From an optimization exercise on the open Yosys and OpenROAD flow, aimed at small area, a short achievable clock period and few clock cycles; shortcuts taken in it are not production practice. At most, simulation tests tie the RTL to the original design; equivalence was not proved. Power figures rest on the tool's default switching activity, not on a simulated workload.

==> flow/design.v <==
module gpio_top(
	wb_clk_i, wb_rst_i, wb_cyc_i, wb_adr_i, wb_dat_i, wb_sel_i, wb_we_i, wb_stb_i,
	wb_dat_o, wb_ack_o, wb_err_o, wb_inta_o,
	aux_i,
	ext_pad_i, ext_pad_o, ext_padoe_o,
	clk_pad_i
);
parameter dw = 32;
parameter aw = 8;
parameter gw = 32;
input             wb_clk_i;
input             wb_rst_i;
input             wb_cyc_i;
input   [aw-1:0]  wb_adr_i;
input   [dw-1:0]  wb_dat_i;
input   [3:0]     wb_sel_i;
input             wb_we_i;
input             wb_stb_i;
output  [dw-1:0]  wb_dat_o;
output            wb_ack_o;
output            wb_err_o;
output            wb_inta_o;
input   [gw-1:0]  aux_i;
input   [gw-1:0]  ext_pad_i;
input             clk_pad_i;
output  [gw-1:0]  ext_pad_o;
output  [gw-1:0]  ext_padoe_o;
reg  [gw-1:0] rgpio_in;
reg  [gw-1:0] rgpio_out;
reg  [gw-1:0] rgpio_oe;
reg  [gw-1:0] rgpio_inte;
reg  [gw-1:0] rgpio_ptrig;
reg  [gw-1:0] rgpio_aux;
reg  [1:0]    rgpio_ctrl;
reg  [gw-1:0] rgpio_ints;
reg  [gw-1:0] rgpio_eclk;
reg  [gw-1:0] rgpio_nec;
reg  [gw-1:0] sync, ext_pad_s;
reg  [gw-1:0] pextc_sampled;
reg           sync_clk, clk_s, clk_r;
reg           wb_inta_o;
reg  [gw-1:0] ext_pad_o;
wire       req    = wb_cyc_i & wb_stb_i;
wire       valid  = (wb_adr_i[7:6] == 2'b00) & (wb_adr_i[1:0] == 2'b00);
wire       wr     = req & wb_we_i & valid;
assign wb_ack_o = req & valid & ~wb_rst_i;
assign wb_err_o = req & ~valid & ~wb_rst_i;
wire [3:0] pn, qn;
gpio_pdec u_pdec_p (.a(wb_adr_i[3:2]), .yn(pn));
gpio_pdec u_pdec_q (.a(wb_adr_i[5:4]), .yn(qn));
wire wr_out   = wr & ~pn[1] & ~qn[0];
wire wr_oe    = wr & ~pn[2] & ~qn[0];
wire wr_inte  = wr & ~pn[3] & ~qn[0];
wire wr_ptrig = wr & ~pn[0] & ~qn[1];
wire wr_aux   = wr & ~pn[1] & ~qn[1];
wire wr_ctrl  = wr & ~pn[2] & ~qn[1];
wire wr_ints  = wr & ~pn[3] & ~qn[1];
wire wr_eclk  = wr & ~pn[0] & ~qn[2];
wire wr_nec   = wr & ~pn[1] & ~qn[2];
wire [3:0] sel = wb_sel_i;
wire [gw-1:0] out_d, oe_d, inte_d, ptrig_d, aux_d, eclk_d, nec_d;
genvar b;
generate
	for (b = 0; b < 4; b = b + 1) begin : lane
		wire en_out   = wr_out   & sel[b];
		wire en_oe    = wr_oe    & sel[b];
		wire en_inte  = wr_inte  & sel[b];
		wire en_ptrig = wr_ptrig & sel[b];
		wire en_aux   = wr_aux   & sel[b];
		wire en_eclk  = wr_eclk  & sel[b];
		wire en_nec   = wr_nec   & sel[b];
		gpio_wlane u_out   (.en(en_out),   .en_n(~en_out),   .d(wb_dat_i[8*b+:8]), .q(rgpio_out[8*b+:8]),   .y(out_d[8*b+:8]));
		gpio_wlane u_oe    (.en(en_oe),    .en_n(~en_oe),    .d(wb_dat_i[8*b+:8]), .q(rgpio_oe[8*b+:8]),    .y(oe_d[8*b+:8]));
		gpio_wlane u_inte  (.en(en_inte),  .en_n(~en_inte),  .d(wb_dat_i[8*b+:8]), .q(rgpio_inte[8*b+:8]),  .y(inte_d[8*b+:8]));
		gpio_wlane u_ptrig (.en(en_ptrig), .en_n(~en_ptrig), .d(wb_dat_i[8*b+:8]), .q(rgpio_ptrig[8*b+:8]), .y(ptrig_d[8*b+:8]));
		gpio_wlane u_aux   (.en(en_aux),   .en_n(~en_aux),   .d(wb_dat_i[8*b+:8]), .q(rgpio_aux[8*b+:8]),   .y(aux_d[8*b+:8]));
		gpio_wlane u_eclk  (.en(en_eclk),  .en_n(~en_eclk),  .d(wb_dat_i[8*b+:8]), .q(rgpio_eclk[8*b+:8]),  .y(eclk_d[8*b+:8]));
		gpio_wlane u_nec   (.en(en_nec),   .en_n(~en_nec),   .d(wb_dat_i[8*b+:8]), .q(rgpio_nec[8*b+:8]),   .y(nec_d[8*b+:8]));
	end
endgenerate
always @(posedge wb_clk_i or posedge wb_rst_i)
	if (wb_rst_i) begin
		rgpio_out   <= {gw{1'b0}};
		rgpio_oe    <= {gw{1'b0}};
		rgpio_inte  <= {gw{1'b0}};
		rgpio_ptrig <= {gw{1'b0}};
		rgpio_aux   <= {gw{1'b0}};
		rgpio_eclk  <= {gw{1'b0}};
		rgpio_nec   <= {gw{1'b0}};
	end else begin
		rgpio_out   <= out_d;
		rgpio_oe    <= oe_d;
		rgpio_inte  <= inte_d;
		rgpio_ptrig <= ptrig_d;
		rgpio_aux   <= aux_d;
		rgpio_eclk  <= eclk_d;
		rgpio_nec   <= nec_d;
	end
always @(posedge wb_clk_i or posedge wb_rst_i)
	if (wb_rst_i)
		rgpio_ctrl <= 2'b0;
	else if (wr_ctrl)
		rgpio_ctrl <= wb_dat_i[1:0];
	else if (rgpio_ctrl[0])
		rgpio_ctrl[1] <= rgpio_ctrl[1] | wb_inta_o;
always @(posedge wb_clk_i or posedge wb_rst_i)
	if (wb_rst_i) begin
		sync      <= {gw{1'b0}};
		ext_pad_s <= {gw{1'b0}};
		sync_clk  <= 1'b0;
		clk_s     <= 1'b0;
		clk_r     <= 1'b0;
	end else begin
		sync      <= ext_pad_i;
		ext_pad_s <= sync;
		sync_clk  <= clk_pad_i;
		clk_s     <= sync_clk;
		clk_r     <= clk_s;
	end
wire          pedge   = clk_s & ~clk_r;
wire          nedge   = ~clk_s & clk_r;
wire [gw-1:0] in_lach = (~rgpio_nec & {gw{pedge}}) | (rgpio_nec & {gw{nedge}});
wire [gw-1:0] extc_in = (in_lach & ext_pad_s) | (~in_lach & pextc_sampled);
wire [gw-1:0] in_muxed = (rgpio_eclk & pextc_sampled) | (~rgpio_eclk & ext_pad_s);
always @(posedge wb_clk_i or posedge wb_rst_i)
	if (wb_rst_i) begin
		pextc_sampled <= {gw{1'b0}};
		rgpio_in      <= {gw{1'b0}};
	end else begin
		pextc_sampled <= extc_in;
		rgpio_in      <= in_muxed;
	end
always @(posedge wb_clk_i or posedge wb_rst_i)
	if (wb_rst_i)
		rgpio_ints <= {gw{1'b0}};
	else if (wr_ints)
		rgpio_ints <= wb_dat_i;
	else if (rgpio_ctrl[0])
		rgpio_ints <= rgpio_ints | (((in_muxed ^ rgpio_in) & ~(in_muxed ^ rgpio_ptrig)) & rgpio_inte);
always @(posedge wb_clk_i or posedge wb_rst_i)
	if (wb_rst_i)
		wb_inta_o <= 1'b0;
	else
		wb_inta_o <= (|rgpio_ints) & rgpio_ctrl[0];
assign ext_padoe_o = rgpio_oe;
always @(posedge wb_clk_i or posedge wb_rst_i)
	if (wb_rst_i)
		ext_pad_o <= {gw{1'b0}};
	else
		ext_pad_o <= (rgpio_out & ~rgpio_aux) | (aux_i & rgpio_aux);
genvar i;
generate
	for (b = 0; b < 4; b = b + 1) begin : rd
		wire [9:0] s;
		gpio_rsel u_sel (.pn(pn), .qn(qn), .a1(wb_adr_i[3]), .s(s));
		for (i = 8*b; i < 8*b+8; i = i + 1) begin : bt
			if (i < 2) begin : c
				gpio_rbit_c u_bit (.s(s), .r({rgpio_nec[i], rgpio_eclk[i], rgpio_ints[i], rgpio_ctrl[i],
					rgpio_aux[i], rgpio_ptrig[i], rgpio_inte[i], rgpio_oe[i], rgpio_out[i], rgpio_in[i]}),
					.y(wb_dat_o[i]));
			end else begin : n
				gpio_rbit u_bit (.s(s), .r({rgpio_nec[i], rgpio_eclk[i], rgpio_ints[i],
					rgpio_aux[i], rgpio_ptrig[i], rgpio_inte[i], rgpio_oe[i], rgpio_out[i], rgpio_in[i]}),
					.y(wb_dat_o[i]));
			end
		end
	end
endgenerate
endmodule
module gpio_wlane(en, en_n, d, q, y);
input        en, en_n;
input  [7:0] d, q;
output [7:0] y;
assign y = ({8{en}} & d) | ({8{en_n}} & q);
endmodule
module gpio_pdec(a, yn);
input  [1:0] a;
output [3:0] yn;
wire [1:0] an;
gpio_inv   u_i0 (.a(a[0]), .y(an[0]));
gpio_inv   u_i1 (.a(a[1]), .y(an[1]));
gpio_nand2 u_n0 (.a(an[1]), .b(an[0]), .y(yn[0]));
gpio_nand2 u_n1 (.a(an[1]), .b(a[0]),  .y(yn[1]));
gpio_nand2 u_n2 (.a(a[1]),  .b(an[0]), .y(yn[2]));
gpio_nand2 u_n3 (.a(a[1]),  .b(a[0]),  .y(yn[3]));
endmodule
module gpio_inv(a, y);
input  a;
output y;
assign y = ~a;
endmodule
module gpio_nand2(a, b, y);
input  a, b;
output y;
assign y = ~(a & b);
endmodule
module gpio_rsel(pn, qn, a1, s);
input  [3:0] pn, qn;
input        a1;
output [9:0] s;
assign s[1] = ~(pn[1] | qn[0]);
assign s[2] = ~(pn[2] | qn[0]);
assign s[3] = ~(pn[3] | qn[0]);
assign s[4] = ~(pn[0] | qn[1]);
assign s[5] = ~(pn[1] | qn[1]);
assign s[6] = ~(pn[2] | qn[1]);
assign s[7] = ~(pn[3] | qn[1]);
assign s[8] = ~(pn[0] | qn[2]);
assign s[9] = ~(pn[1] | qn[2]);
assign s[0] = ~(pn[0] | qn[0]) | ~qn[3] | (~qn[2] & a1);
endmodule
module gpio_aoi222(a1, a2, b1, b2, c1, c2, y);
input  a1, a2, b1, b2, c1, c2;
output y;
assign y = ~((a1 & a2) | (b1 & b2) | (c1 & c2));
endmodule
module gpio_rbit_c(s, r, y);
input  [9:0] s, r;
output       y;
wire x0, x1, x2;
gpio_aoi222 u0 (.a1(s[1]), .a2(r[1]), .b1(s[2]), .b2(r[2]), .c1(s[3]), .c2(r[3]), .y(x0));
gpio_aoi222 u1 (.a1(s[4]), .a2(r[4]), .b1(s[5]), .b2(r[5]), .c1(s[7]), .c2(r[7]), .y(x1));
gpio_aoi222 u2 (.a1(s[8]), .a2(r[8]), .b1(s[9]), .b2(r[9]), .c1(s[0]), .c2(r[0]), .y(x2));
assign y = ~(x0 & x1 & x2 & ~(s[6] & r[6]));
endmodule
module gpio_rbit(s, r, y);
input  [9:0] s;
input  [8:0] r;
output       y;
wire x0, x1, x2;
gpio_aoi222 u0 (.a1(s[1]), .a2(r[1]), .b1(s[2]), .b2(r[2]), .c1(s[3]), .c2(r[3]), .y(x0));
gpio_aoi222 u1 (.a1(s[4]), .a2(r[4]), .b1(s[5]), .b2(r[5]), .c1(s[7]), .c2(r[6]), .y(x1));
gpio_aoi222 u2 (.a1(s[8]), .a2(r[7]), .b1(s[9]), .b2(r[8]), .c1(s[0]), .c2(r[0]), .y(x2));
assign y = ~(x0 & x1 & x2);
endmodule
==> flow/config.mk <==
export PLATFORM = sky130hd
export DESIGN_NAME = gpio_top
export DESIGN_NICKNAME = gpio_top
export VERILOG_FILES = /design/flow/design.v
export SDC_FILE = /design/flow/constraint.sdc
export NUM_CORES = 4
export LEC_CHECK = 0
export CAP_MARGIN = 20
export CORE_MARGIN = 2
export CORE_UTILIZATION = 40
export PLACE_DENSITY = 0.6
export SETUP_SLACK_MARGIN = 2.0
export SLEW_MARGIN = 20
export SYNTH_HIERARCHICAL = 1
export SYNTH_MINIMUM_KEEP_SIZE = 0
==> flow/constraint.sdc <==
create_clock -name core_clock -period 5.0 [get_ports {wb_clk_i}]
set_input_delay 1.0000 -clock core_clock [delete_from_list [all_inputs] [get_ports {wb_clk_i}]]
set_output_delay 1.0000 -clock core_clock [all_outputs]
set_load 0.01 [all_outputs]
standard.sh (not shown) runs the stock make flow with config.mk's settings and CLKGATE_MAP_FILE= SYNTH_SCRIPT=/design/flow/synth_recipe.tcl, a recipe that flattens the netlist after the stock synthesis.
==> flow/flow/run.sh <==
#!/bin/bash
cp standard.sh standard_sh.txt
export BUFFER_PORTS_ARGS="-buffer_cell sky130_fd_sc_hd__buf_1"
bash standard.sh > standard.log 2>&1
Edit:
--- a/flow/design.v
+++ b/flow/design.v
@@ -41,23 +41,21 @@
 reg           wb_inta_o;
 reg  [gw-1:0] ext_pad_o;
 wire       req    = wb_cyc_i & wb_stb_i;
 wire       valid  = (wb_adr_i[7:6] == 2'b00) & (wb_adr_i[1:0] == 2'b00);
+wire [3:0] ofs    = wb_adr_i[5:2];
 wire       wr     = req & wb_we_i & valid;
 assign wb_ack_o = req & valid & ~wb_rst_i;
 assign wb_err_o = req & ~valid & ~wb_rst_i;
-wire [3:0] pn, qn;
-gpio_pdec u_pdec_p (.a(wb_adr_i[3:2]), .yn(pn));
-gpio_pdec u_pdec_q (.a(wb_adr_i[5:4]), .yn(qn));
-wire wr_out   = wr & ~pn[1] & ~qn[0];
-wire wr_oe    = wr & ~pn[2] & ~qn[0];
-wire wr_inte  = wr & ~pn[3] & ~qn[0];
-wire wr_ptrig = wr & ~pn[0] & ~qn[1];
-wire wr_aux   = wr & ~pn[1] & ~qn[1];
-wire wr_ctrl  = wr & ~pn[2] & ~qn[1];
-wire wr_ints  = wr & ~pn[3] & ~qn[1];
-wire wr_eclk  = wr & ~pn[0] & ~qn[2];
-wire wr_nec   = wr & ~pn[1] & ~qn[2];
+wire wr_out   = wr & (ofs == 4'h1);
+wire wr_oe    = wr & (ofs == 4'h2);
+wire wr_inte  = wr & (ofs == 4'h3);
+wire wr_ptrig = wr & (ofs == 4'h4);
+wire wr_aux   = wr & (ofs == 4'h5);
+wire wr_ctrl  = wr & (ofs == 4'h6);
+wire wr_ints  = wr & (ofs == 4'h7);
+wire wr_eclk  = wr & (ofs == 4'h8);
+wire wr_nec   = wr & (ofs == 4'h9);
 wire [3:0] sel = wb_sel_i;
 wire [gw-1:0] out_d, oe_d, inte_d, ptrig_d, aux_d, eclk_d, nec_d;
 genvar b;
 generate
@@ -147,8 +145,17 @@
 	if (wb_rst_i)
 		ext_pad_o <= {gw{1'b0}};
 	else
 		ext_pad_o <= (rgpio_out & ~rgpio_aux) | (aux_i & rgpio_aux);
+wire [3:0] pn, qn;
+assign pn[0] = ~(wb_adr_i[3:2] == 2'd0);
+assign pn[1] = ~(wb_adr_i[3:2] == 2'd1);
+assign pn[2] = ~(wb_adr_i[3:2] == 2'd2);
+assign pn[3] = ~(wb_adr_i[3:2] == 2'd3);
+assign qn[0] = ~(wb_adr_i[5:4] == 2'd0);
+assign qn[1] = ~(wb_adr_i[5:4] == 2'd1);
+assign qn[2] = ~(wb_adr_i[5:4] == 2'd2);
+assign qn[3] = ~(wb_adr_i[5:4] == 2'd3);
 genvar i;
 generate
 	for (b = 0; b < 4; b = b + 1) begin : rd
 		wire [9:0] s;
@@ -172,29 +179,8 @@
 input  [7:0] d, q;
 output [7:0] y;
 assign y = ({8{en}} & d) | ({8{en_n}} & q);
 endmodule
-module gpio_pdec(a, yn);
-input  [1:0] a;
-output [3:0] yn;
-wire [1:0] an;
-gpio_inv   u_i0 (.a(a[0]), .y(an[0]));
-gpio_inv   u_i1 (.a(a[1]), .y(an[1]));
-gpio_nand2 u_n0 (.a(an[1]), .b(an[0]), .y(yn[0]));
-gpio_nand2 u_n1 (.a(an[1]), .b(a[0]),  .y(yn[1]));
-gpio_nand2 u_n2 (.a(a[1]),  .b(an[0]), .y(yn[2]));
-gpio_nand2 u_n3 (.a(a[1]),  .b(a[0]),  .y(yn[3]));
-endmodule
-module gpio_inv(a, y);
-input  a;
-output y;
-assign y = ~a;
-endmodule
-module gpio_nand2(a, b, y);
-input  a, b;
-output y;
-assign y = ~(a & b);
-endmodule
 module gpio_rsel(pn, qn, a1, s);
 input  [3:0] pn, qn;
 input        a1;
 output [9:0] s;
Flip-flop and latch count stays the same.
Total power went up by 2.2%.
Hold slack hardly moves.
Wire length went down by 2.8%.
Die area stays flat.
Synthesized area barely changes.
Clock skew goes up by 0.011 ns.
Via count goes down by 2.1%.
Final area shrinks by 0.54%.
Count of clock-buffer cells in the layout went up by 3.
Clock power goes up by about 6%.
Testbench counts after the change, summed over its fixed seeds: cycles 24,000.
For the first run of this note, only the layout was checked, not whether the RTL still works.

## afterwards: timing with drivers on the ports
In the flow no input, the clock included, has a driving cell. The finished layouts below were timed again as built, in two steps.
Step 1 sets driving cells, clkbuf_16 on the clock port and buf_2 on the other inputs (assumed; they add their load-dependent delay and slew).
Step 2 times the ports against the registers' clock, not the clock port: input delays grow and output delays shrink by t, the midpoint of the rising clock arrivals with the driver on.
Three values: no drivers, after step 1, after step 2; two values: the first two.
run	t, ns	setup slack, ns	pins driven straight from the clock port
the first run	0.619	1.531 / 1.409 / 1.409	1
the second run	0.627	1.570 / 1.465 / 1.252	1
After both steps setup and hold are still met in every run listed. The setup slack of the second run, which loses most, moves by -0.105 ns with the drivers and by -0.318 ns with both steps.
